Context: an optimization exercise on an open-source flow, tuned for small area, a short achievable clock period and few clock cycles per item. The choices shown serve that exercise and are no tape-out recipe.
In this exercise RTL edits were held to simulation tests only and were not proved equivalent to the original.
The clock port is modelled as an ideal driver; clocking choices that lean on that would not hold on a real chip.
No activity file was given, so power comes from the tool's default toggle rates.

==> inputs of v2 <==
Design shift_add_multiplier, start of the top module:
module shift_add_multiplier #(
    parameter OPERAND_WIDTH = 16
) (
    input logic i_clk,
    input logic i_reset,
    input logic i_operands_valid,
    input logic [OPERAND_WIDTH-1:0] i_operand_a,
    input logic [OPERAND_WIDTH-1:0] i_operand_b,
    output logic o_result_valid,
    output logic [OPERAND_WIDTH*2-1:0] o_result
);
clock: 5.5 ns
lec_check: 0
abc_clock_period_in_ps: 2200
cap_margin: 20
core_margin: 2
core_utilization: 60
place_density: 0.7
slew_margin: 20
run.sh (not shown) runs the stock make flow with config.mk's settings and CLKGATE_MAP_FILE= SYNTH_SCRIPT=/design/flow/synth_recipe.tcl, a recipe that flattens the netlist after the stock synthesis.
==> v37 (differences from v2) <==
- SETUP_SLACK_MARGIN: not set -> 3.3
==> metrics.yaml <==
fin_total_pwr_mw: 10.80
fin_crit_sh_pct: 46.93
critical_path_data_arrival_time_ns: 2.89
area_taken_by_flip_flops_and_latches_um2: 3496
worst_hold_slack_ns: 0.4401
max_clock_freq_mhz: 387.5
vias_in_the_first_global_route: 8859
sw_frac_of_total_pct: 43.08
status: "finished clean"
Source of the figures above: v37

==> metrics.yaml <==
sw_frac_of_total_pct: 42.78
worst_hold_slack_ns: 0.4438
setup_viol: 0
fin_crit_sh_pct: 54.79
vias_in_the_first_global_route: 7775
tritoncts.num_buffers: 17
clk_pin_slew_worst_paths_ns: 0.07
synth.ff_latch_count: 167
area_taken_by_flip_flops_and_latches_um2: 3343
status: "finished clean"
multiInputCombCellCount: 872
Source of the figures above: v2

Testbench counts of v2, summed over its fixed seeds: cycles 40,012, items 40,000.
Testbench counts of v37, summed over its fixed seeds: cycles 40,012, items 40,000.


==> inputs of v21 <==
Another version of the RTL of shift_add_multiplier (not shown whole).
Settings: LEC_CHECK=0, CAP_MARGIN=20, CORE_MARGIN=2, CORE_UTILIZATION=60, PLACE_DENSITY=0.7, SETUP_SLACK_MARGIN=3.3, SLEW_MARGIN=20, TNS_END_PERCENT=0; clock period 5.5 ns.
standard.sh (not shown) runs the stock make flow with config.mk's settings and CLKGATE_MAP_FILE= SYNTH_SCRIPT=/design/flow/synth_recipe.tcl, a recipe that flattens the netlist after the stock synthesis.
==> flow/flow/run.sh <==
#!/bin/bash
# Own layout flow: the standard flow (standard.sh, unchanged synthesis and
# steps), with the port buffers made of sky130_fd_sc_hd__buf_2 cells instead of
# the delay cells buffer_ports picks by default.
set -euo pipefail
bash standard.sh "BUFFER_PORTS_ARGS=-buffer_cell sky130_fd_sc_hd__buf_2" finish > standard_flow.log 2>&1
==> v3 (differences from v21) <==
==> flow/run.sh (new file) <==
#!/bin/bash
# synth_recipe.tcl (not shown) runs the flow's synth.tcl, then flattens the netlist and writes it again
# the make line also repeats each setting of config.mk as NAME=value (left out here)
make -C /OpenROAD-flow-scripts/flow DESIGN_CONFIG=/design/flow/config.mk WORK_HOME=/design/flow/orfs CLKGATE_MAP_FILE= SYNTH_SCRIPT=/design/flow/synth_recipe.tcl finish
removed: flow/flow/run.sh
removed: flow/standard.sh
==> run summary <==
slew of the pin with the lowest slew margin -> 0.704 ns
number of gates resized after CTS -> 42
Power Clock -> 0.00118 W
number of global-route vias before repair -> 8018
result of the run -> timing/DRC/antenna clean
area of the multi-input gates -> 7480 um^2
post-DR vias/cell -> 5.81
Fill cells -> 1441
sequential share of power -> 21.4%
setup skew after layout -> 0.0165 ns
met3 Use GR -> 4.14%
That was v3.
==> run summary <==
sequential share of power -> 21.0%
number of gates resized after CTS -> 47
Power Clock -> 0.00120 W
slew of the pin with the lowest slew margin -> 0.737 ns
met3 Use GR -> 6.77%
area of the multi-input gates -> 7550 um^2
result of the run -> timing/DRC/antenna clean
Fill cells -> 1447
number of global-route vias before repair -> 8060
That was v21.
Testbench counts of v21, summed over its fixed seeds: cycles 40,012, items 40,000.
Testbench counts of v3, summed over its fixed seeds: cycles 40,012, items 40,000.


==> inputs of run a <==
Another version of the RTL of shift_add_multiplier (not shown whole).
export LEC_CHECK = 0
export ABC_AREA = 1
export CAP_MARGIN = 20
export CORE_MARGIN = 2
export CORE_UTILIZATION = 60
export PLACE_DENSITY = 0.7
export SETUP_SLACK_MARGIN = 3.5
export SLEW_MARGIN = 20
export TNS_END_PERCENT = 0
create_clock -name core_clock -period 5.5 [get_ports {i_clk}]
==> flow/flow/run.sh <==
#!/bin/bash
# Own layout flow: the standard flow (standard.sh: the standard synthesis
# and ORFS steps unchanged) with these settings:
#  - port buffers are sky130_fd_sc_hd__buf_2 cells instead of the delay cells
#    buffer_ports picks by default;
#  - clock tree: clkbuf_8 buffers and no dummy load cells;
set -euo pipefail
here=$(pwd)
bash standard.sh \
  "BUFFER_PORTS_ARGS=-buffer_cell sky130_fd_sc_hd__buf_2" \
  "CTS_ARGS=-sink_clustering_enable -repair_clock_nets -dont_use_dummy_load -buf_list sky130_fd_sc_hd__clkbuf_8" \
  "POST_CTS_TCL=$here/flow/post_cts.tcl" \
  "POST_GLOBAL_ROUTE_TCL=$here/flow/post_grt.tcl" \
  finish > standard_flow.log 2>&1
==> flow/flow/post_cts.tcl <==
source [file join [file dirname [info script]] sizer.tcl]
set sz_period [get_property [lindex [all_clocks] 0] period]
estimate_parasitics -placement
puts "sizer start: period [format %.3f [expr {$sz_period - [sz_wns]}]] area [format %.0f [sz_area]]"
sz_up $sz_period 60
sz_down 0.05
detailed_placement
check_placement -verbose
estimate_parasitics -placement
puts "sizer end: period [format %.3f [expr {$sz_period - [sz_wns]}]] area [format %.0f [sz_area]]"
==> flow/flow/post_grt.tcl <==
source [file join [file dirname [info script]] sizer.tcl]
global sz_par
set sz_par -global_routing
set sz_period [get_property [lindex [all_clocks] 0] period]
estimate_parasitics -global_routing
puts "sizer start: period [format %.3f [expr {$sz_period - [sz_wns]}]] area [format %.0f [sz_area]]"
global_route -start_incremental
sz_up $sz_period 40
sz_down 0.05
detailed_placement
global_route -end_incremental
check_placement -verbose
estimate_parasitics -global_routing
puts "sizer end: period [format %.3f [expr {$sz_period - [sz_wns]}]] area [format %.0f [sz_area]]"
==> flow/flow/sizer.tcl <==

global sz_fam sz_area_of sz_par

proc sz_base {name} {
  regsub {_[0-9]+$} $name "" b
  return $b
}

proc sz_wns {} {
  return [expr {[sta::worst_slack_cmd max] * 1e9}]
}

# replace_cell drops the parasitics of the nets on the cell; estimate them again
set sz_par -placement
proc sz_swap {iname cell} {
  global sz_par
  replace_cell $iname $cell
  estimate_parasitics $sz_par
}

proc sz_area {} {
  return [expr {[rsz::design_area] * 1e12}]
}

# families: base name -> list of lib cell names
set sz_fam [dict create]
set sz_area_of [dict create]
foreach lc [get_lib_cells *] {
  set n [get_name $lc]
  if {![string match sky130_fd_sc_hd__* $n]} { continue }
  if {[string match *lpflow* $n] || [string match *probe* $n]} { continue }
  dict lappend sz_fam [sz_base $n] $n
  dict set sz_area_of $n [get_property $lc area]
}

proc sz_alts {inst} {
  global sz_fam
  if {[string match clk* [get_full_name $inst]]} { return {} }
  set cur [get_property $inst ref_name]
  set b [sz_base $cur]
  if {![dict exists $sz_fam $b]} { return {} }
  if {[string match *clkbuf* $b] || [string match *clkinv* $b] || [string match *tap* $b] || [string match *fill* $b] || [string match *conb* $b]} { return {} }
  set r {}
  foreach n [dict get $sz_fam $b] { if {$n ne $cur} { lappend r $n } }
  return $r
}

proc sz_cost {period} {
  return [expr {[sz_area] * $period}]
}

proc sz_path_insts {pe} {
  set r {}
  foreach p [get_property $pe points] {
    set pin [get_property $p pin]
    if {[get_property $pin direction] ne "output"} { continue }
    set c [get_cells -quiet -of_objects $pin]
    if {$c eq ""} { continue }
    lappend r [get_full_name $c]
  }
  return [lsort -unique $r]
}

proc sz_endpoint_slack {ep} {
  set pe [find_timing_paths -to $ep -group_path_count 1]
  return [get_property $pe slack]
}

# upsizing along the worst path
proc sz_up {clk_period max_moves} {
  global sz_area_of
  set moves {}
  set best_cost [sz_cost [expr {$clk_period - [sz_wns]}]]
  set best_n 0
  set stall 0
  for {set it 0} {$it < $max_moves} {incr it} {
    set wns [sz_wns]
    set pe [find_timing_paths -group_path_count 1 -sort_by_slack]
    set ep [get_full_name [get_property $pe endpoint]]
    set eps [get_property $pe slack]
    set best {}
    set best_gain 0.0
    foreach iname [sz_path_insts $pe] {
      set inst [get_cells $iname]
      set cur [get_property $inst ref_name]
      foreach alt [sz_alts $inst] {
        sz_swap $iname $alt
        set nw [sz_wns]
        if {$nw >= $wns - 1e-4} {
          set ns [sz_endpoint_slack [get_pins $ep]]
          set da [expr {[dict get $sz_area_of $alt] - [dict get $sz_area_of $cur]}]
          set gain [expr {($ns - $eps) / (abs($da) + 1.0)}]
          if {$ns > $eps + 0.001 && $gain > $best_gain} {
            set best_gain $gain
            set best [list $iname $cur $alt]
          }
        }
        sz_swap $iname $cur
      }
    }
    if {$best eq {}} { break }
    sz_swap [lindex $best 0] [lindex $best 2]
    lappend moves $best
    set c [sz_cost [expr {$clk_period - [sz_wns]}]]
    if {$c < $best_cost - 1e-6} {
      set best_cost $c
      set best_n [llength $moves]
    }
  }
  # undo the moves after the best point
  for {set i [expr {[llength $moves] - 1}]} {$i >= $best_n} {incr i -1} {
    set m [lindex $moves $i]
    sz_swap [lindex $m 0] [lindex $m 1]
  }
  puts "sizer up: [llength $moves] moves tried, kept $best_n, period [format %.3f [expr {$clk_period - [sz_wns]}]] area [format %.0f [sz_area]]"
}

# downsizing cells whose change leaves the worst slack as it is
proc sz_through_slack {iname} {
  set pins [get_pins -quiet -of_objects [get_cells $iname] -filter "direction==output"]
  if {$pins eq ""} { return 1e9 }
  set pe [find_timing_paths -through $pins -group_path_count 1]
  if {$pe eq ""} { return 1e9 }
  return [get_property $pe slack]
}

proc sz_down {{guard 0.05}} {
  global sz_area_of
  set wns [sz_wns]
  set n 0
  set insts {}
  foreach inst [get_cells *] {
    if {[sz_alts $inst] eq {}} { continue }
    lappend insts [get_full_name $inst]
  }
  foreach iname $insts {
    set inst [get_cells $iname]
    set cur [get_property $inst ref_name]
    set ca [dict get $sz_area_of $cur]
    # smaller alternatives, smallest first
    set cands {}
    foreach alt [sz_alts $inst] {
      set a [dict get $sz_area_of $alt]
      if {$a < $ca} { lappend cands [list $a $alt] }
    }
    foreach c [lsort -real -index 0 $cands] {
      set alt [lindex $c 1]
      sz_swap $iname $alt
      if {[sz_wns] >= $wns - 1e-4 && [sz_through_slack $iname] >= $wns + $guard} {
        incr n
        break
      }
      sz_swap $iname $cur
    }
  }
  puts "sizer down: $n cells downsized, area [format %.0f [sz_area]]"
}
==> run b: changes against run a <==
--- a/flow/flow/run.sh
+++ b/flow/flow/run.sh
@@ -6,2 +6,6 @@
 #  - clock tree: clkbuf_8 buffers and no dummy load cells;
+#  - after clock tree synthesis, flow/post_cts.tcl downsizes cells where that
+#    leaves the worst setup slack unchanged (area recovery, same logic).
+# standard.sh's full output goes to standard_flow.log; ORFS keeps each step's
+# log under orfs/logs/.
 set -euo pipefail
@@ -12,3 +16,2 @@
   "POST_CTS_TCL=$here/flow/post_cts.tcl" \
-  "POST_GLOBAL_ROUTE_TCL=$here/flow/post_grt.tcl" \
   finish > standard_flow.log 2>&1
==> flow/flow/post_cts.tcl (replaced) <==
# POST_CTS hook: area recovery by downsizing cells whose smaller drive
# strength leaves the worst slack unchanged (see sizer.tcl).
source [file join [file dirname [info script]] sizer.tcl]
set sz_period [get_property [lindex [all_clocks] 0] period]
estimate_parasitics -placement
puts "sizer start: period [format %.3f [expr {$sz_period - [sz_wns]}]] area [format %.0f [sz_area]]"
sz_down 0.05
check_placement -verbose
puts "sizer end: period [format %.3f [expr {$sz_period - [sz_wns]}]] area [format %.0f [sz_area]]"
--- a/flow/flow/sizer.tcl
+++ b/flow/flow/sizer.tcl
@@ -1,3 +1 @@
-
-global sz_fam sz_area_of sz_par
 
@@ -13,7 +11,5 @@
 # replace_cell drops the parasitics of the nets on the cell; estimate them again
-set sz_par -placement
 proc sz_swap {iname cell} {
-  global sz_par
   replace_cell $iname $cell
-  estimate_parasitics $sz_par
+  estimate_parasitics -placement
 }
@@ -25,2 +21,3 @@
 # families: base name -> list of lib cell names
+global sz_fam sz_area_of
 set sz_fam [dict create]
removed: flow/flow/post_grt.tcl
==> comparison table <==
metric	run b	run a
Result of the run	timing/DRC/antenna clean	timing/DRC/antenna clean
Layout-stage area growth over the synthesis result	9.81%	10.8%
Top achievable clock speed	407 MHz	414 MHz
NetSw	3.75 mW	3.82 mW
Met3 routing resource usage after global routing	6.87%	6.66%
Slew of the pin with the lowest slew margin	0.599 ns	0.411 ns
Endpoint required time on the critical path	5.84 ns	5.86 ns
Worst slew margin relative to its limit	60.1%	72.5%
Clock network area share	1.95%	1.93%
Via density per instance	5.66	5.70
Share of total power consumed by net switching	49.9%	50.0%
M2 GR Usage	47.7%	48.5%
Number of non-clock buffers in the layout	107	105
Multi-input gate share of the layout cell area	57.5%	57.9%
Net total in the final layout	1527	1525
Worst-Skew Late Latency	0.46 ns	0.47 ns
Power Density	625 nW/um^2	630 nW/um^2
Logic pwr share	66.6%	67.1%
Final-layout fill cell count	1549	1537
Setup crit end	m_q[43]	p_q[29]
Cell Int Power	3.77 mW	3.82 mW
Start point of the critical path	two_q[2]	m_q[23]
Count of non-filler cells in the finished layout	1581	1579
Met1 track utilization from global routing	39.3%	39.2%
Testbench counts of run a, summed over its fixed seeds: cycles 40,012, items 40,000.
Testbench counts of run b, summed over its fixed seeds: cycles 40,012, items 40,000.

[static timing again, ports no longer ideal]
The flow's constraints put no driver on any port. The routed layouts listed below were extracted and timed again, unchanged, in two steps. Step 1 sets driving cells, clkbuf_16 on the clock port and buf_2 on the other inputs (assumed; they add their load-dependent delay and slew). Step 2 moves the port delays by t, midway between the first and last clock arrival at a register: inputs arrive t later, outputs are due t later. That takes back most of the time a late clock gives input paths. Slacks: no drivers / after step 1 / after step 2; pairs: no drivers / after step 1.
| run | t (ns) | setup WS [ns] | worst setup path at the end | worst data-port slew with drivers (ns) |
|---|---|---|---|---|
| v2 | 0.477 | 2.487 / 2.487 / 2.487 | register to register | 0.03 |
| v37 | 0.479 | 2.919 / 2.919 / 2.919 | register to register | 0.05 |
| v21 | 0.476 | 2.688 / 2.688 / 2.688 | register to register | 0.03 |
| v3 | 0.472 | 2.707 / 2.707 / 2.707 | register to register | 0.03 |
| run a | 0.497 | 3.084 / 3.084 / 3.084 | register to register | 0.03 |
| run b | 0.490 | 3.042 / 3.042 / 3.042 | register to register | 0.03 |
After both steps setup and hold are still met in every run listed.
